This is an optimization exercise on Yosys and OpenROAD, whose aim is small area, a short achievable clock period and few clock cycles per item, not a production implementation. At most, simulation tests tie the RTL to the original design; equivalence was not proved.

==> module ysyx_23060136_EXU_DIV, before the edit <==
module ysyx_23060136_EXU_DIV(
        input                 clk           ,
        input                 rst           ,
        input         [63:0]  dividend      ,
        input         [63:0]  divisor       ,
        input                 div_valid     ,
        input                 divw          ,
        input                 div_signed    ,
        output                div_ready     ,
        output                div_out_valid ,
        output        [63:0]  quotient      ,
        output        [63:0]  remainder
 );
    localparam [2:0] S_IDLE  = 3'd0,
                     S_PREP  = 3'd1,
                     S_ITER  = 3'd2,
                     S_CORR  = 3'd3,
                     S_REST  = 3'd4,
                     S_DONE  = 3'd5;
    wire        sa_in = div_signed & (divw ? dividend[31] : dividend[63]);
    wire        sb_in = div_signed & (divw ? divisor[31]  : divisor[63]);
    wire        qn_in = sa_in ^ sb_in;
    wire [64:0] a_ext = divw ? {{33{sa_in}}, dividend[31:0]} : {sa_in, dividend};
    wire [65:0] b_ext = divw ? {{34{sb_in}}, divisor[31:0]}  : {{2{sb_in}}, divisor};
    wire [6:0]  lza, lzb;
    ysyx_23060136_EXU_DIV_lzc u_lza (.x(a_ext[63:0] ^ {64{sa_in}}), .z(lza));
    ysyx_23060136_EXU_DIV_lzc u_lzb (.x(b_ext[63:0] ^ {64{sb_in}}), .z(lzb));
    wire [5:0]  lzbc  = lzb[5:0] | {6{lzb[6]}};
    wire        dz_in = lzb[6] & ~sb_in;                     
    wire [63:0] q_ones = divw ? (qn_in ? 64'hffffffff00000001 : 64'h00000000ffffffff)
                              : (qn_in ? 64'h0000000000000001 : 64'hffffffffffffffff);
    logic [2:0]  state;
    logic [65:0] R;          
    logic [65:0] D;          
    logic [63:0] Q;
    logic [6:0]  lza_r;
    logic [6:0]  lzb_r;      
    logic        dz;         
    logic        sa, qneg;
    logic        sub;        
    logic        kx;         
    wire [65:0] y    = D ^ {66{sub}};
    wire        cin  = sub;
    wire [65:0] sum;
    ysyx_23060136_EXU_DIV_add u_add (.a(R), .b(y), .cin(cin), .s(sum));
    wire [65:0] cpre = {R[64:0] | y[64:0], cin};
    wire        zero = &(~(R ^ y ^ cpre));
    wire        sub_n = (sum[65] | (zero & sa)) ^ kx;
    wire        acc   = sub_n ^ qneg;
    wire        fin   = sub ^ qneg;
    wire [5:0]  dd   = lzb_r[5:0] - lza_r[5:0];
    wire        early = dz | (lzb_r < lza_r);
    wire [65:0] d_sh = D << dd;
    wire        last = (lzb_r[5:0] == 6'd0);
    always_ff @(posedge clk) begin
        if (rst) begin
            state <= S_IDLE;
        end
        else begin
            case (state)
            S_IDLE:  if (div_valid) state <= S_PREP;
            S_PREP:  state <= early ? S_IDLE : (acc ? S_ITER : (qneg ? S_REST : S_DONE));
            S_ITER:  if (last) state <= S_CORR;
            S_CORR:  state <= fin ? S_IDLE : S_DONE;
            S_REST:  state <= S_DONE;
            default: state <= S_IDLE;
            endcase
        end
    end
    wire [65:0] a_ld = {a_ext[64], a_ext};
    always_ff @(posedge clk) begin
        case (state)
        S_PREP:         R <= qneg ? sum : a_ld;
        S_ITER, S_CORR: R <= sum;
        default:        R <= a_ld;
        endcase
    end
    always_ff @(posedge clk) begin
        case (state)
        S_PREP:  D <= d_sh;
        S_ITER:  D <= last ? b_ext : {D[65], D[65:1]};
        default: D <= b_ext;
        endcase
    end
    always_ff @(posedge clk) begin
        case (state)
        S_IDLE: begin
            Q     <= dz_in ? q_ones : 64'b0;
            lza_r <= lza;
            dz    <= dz_in;
            lzb_r <= {1'b0, lzbc} + {6'b0, sa_in};
            sa    <= sa_in;
            qneg  <= qn_in;
            sub   <= ~qn_in;
            kx    <= ~sa_in ^ qn_in;
        end
        S_PREP: begin
            lzb_r <= {1'b0, dd};
            Q   <= {64{qneg}};
        end
        S_ITER: begin
            sub <= sub_n;
            Q   <= {Q[62:0], sub_n};
            lzb_r <= lzb_r - 7'd1;
        end
        S_REST: begin
            Q <= 64'b0;
        end
        default: ;
        endcase
    end
    assign div_ready     = (state == S_IDLE);
    assign div_out_valid = (state == S_DONE) | ((state == S_PREP) & early) |
                           ((state == S_CORR) & fin);
    assign quotient      = Q;
    assign remainder     = R[63:0];
endmodule
export LEC_CHECK = 0
export CAP_MARGIN = 20
export CORE_MARGIN = 2
export CORE_UTILIZATION = 40
export GPL_ROUTABILITY_DRIVEN = 0
export SETUP_SLACK_MARGIN = 2.0
export SLEW_MARGIN = 20
create_clock -name core_clock -period 6.5 [get_ports {clk}]
standard.sh (not shown) runs the stock make flow with config.mk's settings and CLKGATE_MAP_FILE= SYNTH_SCRIPT=/design/flow/synth_recipe.tcl, a recipe that flattens the netlist after the stock synthesis.
==> flow/flow/run.sh <==
#!/bin/bash
# Standard layout, with plain buffers (sky130_fd_sc_hd__buf_1) on the ports
# instead of the delay buffers buffer_ports picks by default.
set -euo pipefail
export BUFFER_PORTS_ARGS="-buffer_cell sky130_fd_sc_hd__buf_1"
bash standard.sh > standard_flow.log 2>&1
Then changed:
--- a/flow/design.v
+++ b/flow/design.v
@@ -35,36 +35,34 @@
     logic [63:0] Q;
     logic [6:0]  lza_r;
     logic [6:0]  lzb_r;      
     logic        dz;         
     logic        sa, qneg;
     logic        sub;        
-    logic        kx;         
     wire [65:0] y    = D ^ {66{sub}};
     wire        cin  = sub;
     wire [65:0] sum;
     ysyx_23060136_EXU_DIV_add u_add (.a(R), .b(y), .cin(cin), .s(sum));
     wire [65:0] cpre = {R[64:0] | y[64:0], cin};
     wire        zero = &(~(R ^ y ^ cpre));
-    wire        sub_n = (sum[65] | (zero & sa)) ^ kx;
-    wire        acc   = sub_n ^ qneg;
-    wire        fin   = sub ^ qneg;
+    wire        acc  = sa ? (sum[65] | zero) : ~sum[65];
+    wire        sub_n = acc ^ qneg;
     wire [5:0]  dd   = lzb_r[5:0] - lza_r[5:0];
     wire        early = dz | (lzb_r < lza_r);
     wire [65:0] d_sh = D << dd;
     wire        last = (lzb_r[5:0] == 6'd0);
     always_ff @(posedge clk) begin
         if (rst) begin
             state <= S_IDLE;
         end
         else begin
             case (state)
             S_IDLE:  if (div_valid) state <= S_PREP;
             S_PREP:  state <= early ? S_IDLE : (acc ? S_ITER : (qneg ? S_REST : S_DONE));
-            S_ITER:  if (last) state <= S_CORR;
-            S_CORR:  state <= fin ? S_IDLE : S_DONE;
+            S_ITER:  if (last) state <= acc ? S_DONE : S_CORR;
+            S_CORR:  state <= S_DONE;
             S_REST:  state <= S_DONE;
             default: state <= S_IDLE;
             endcase
         end
     end
     wire [65:0] a_ld = {a_ext[64], a_ext};
@@ -89,13 +87,12 @@
             lza_r <= lza;
             dz    <= dz_in;
             lzb_r <= {1'b0, lzbc} + {6'b0, sa_in};
             sa    <= sa_in;
             qneg  <= qn_in;
             sub   <= ~qn_in;
-            kx    <= ~sa_in ^ qn_in;
         end
         S_PREP: begin
             lzb_r <= {1'b0, dd};
             Q   <= {64{qneg}};
         end
         S_ITER: begin
@@ -107,14 +104,13 @@
             Q <= 64'b0;
         end
         default: ;
         endcase
     end
     assign div_ready     = (state == S_IDLE);
-    assign div_out_valid = (state == S_DONE) | ((state == S_PREP) & early) |
-                           ((state == S_CORR) & fin);
+    assign div_out_valid = (state == S_DONE) | ((state == S_PREP) & early);
     assign quotient      = Q;
     assign remainder     = R[63:0];
 endmodule
 module ysyx_23060136_EXU_DIV_add(
         input         [65:0]  a,
         input         [65:0]  b,
Outcome:
- The changed run completed without violations
- setup slack is better by 35 ps
- count of clock-buffer cells in the layout came out lower by 4
- via count fell by 1.4%
- critical path depth rose by 6
Testbench counts after the change, summed over its fixed seeds: cycles 10,303, items 960.
The RTL of the first run of this note was laid out without a check of its function.

==> static timing again, ports no longer ideal <==
In the flow no input, the clock included, has a driving cell. The finished layouts below were timed again as built, in two steps.
Step 1, drivers: a clkbuf_16 drives clk and a buf_2 each remaining input, both assumed.
Step 2, shift: input delay + t, output delay - t, t = (earliest + latest rising clock arrival at the registers) / 2. This alone moves slack from input paths to output paths.
Slacks: no drivers / after step 1 / after step 2; pairs: no drivers / after step 1.
run | t, ns | setup slack, ns | worst setup path after step 2
the first run | 0.619 | 2.058 / 2.082 / 1.463 | input to register
the second run | 0.629 | 2.093 / 2.093 / 1.501 | input to register
After both steps setup and hold are still met in every run listed. The setup slack of the first run, which loses most, moves by +0.024 ns with the drivers and by -0.595 ns with both steps.
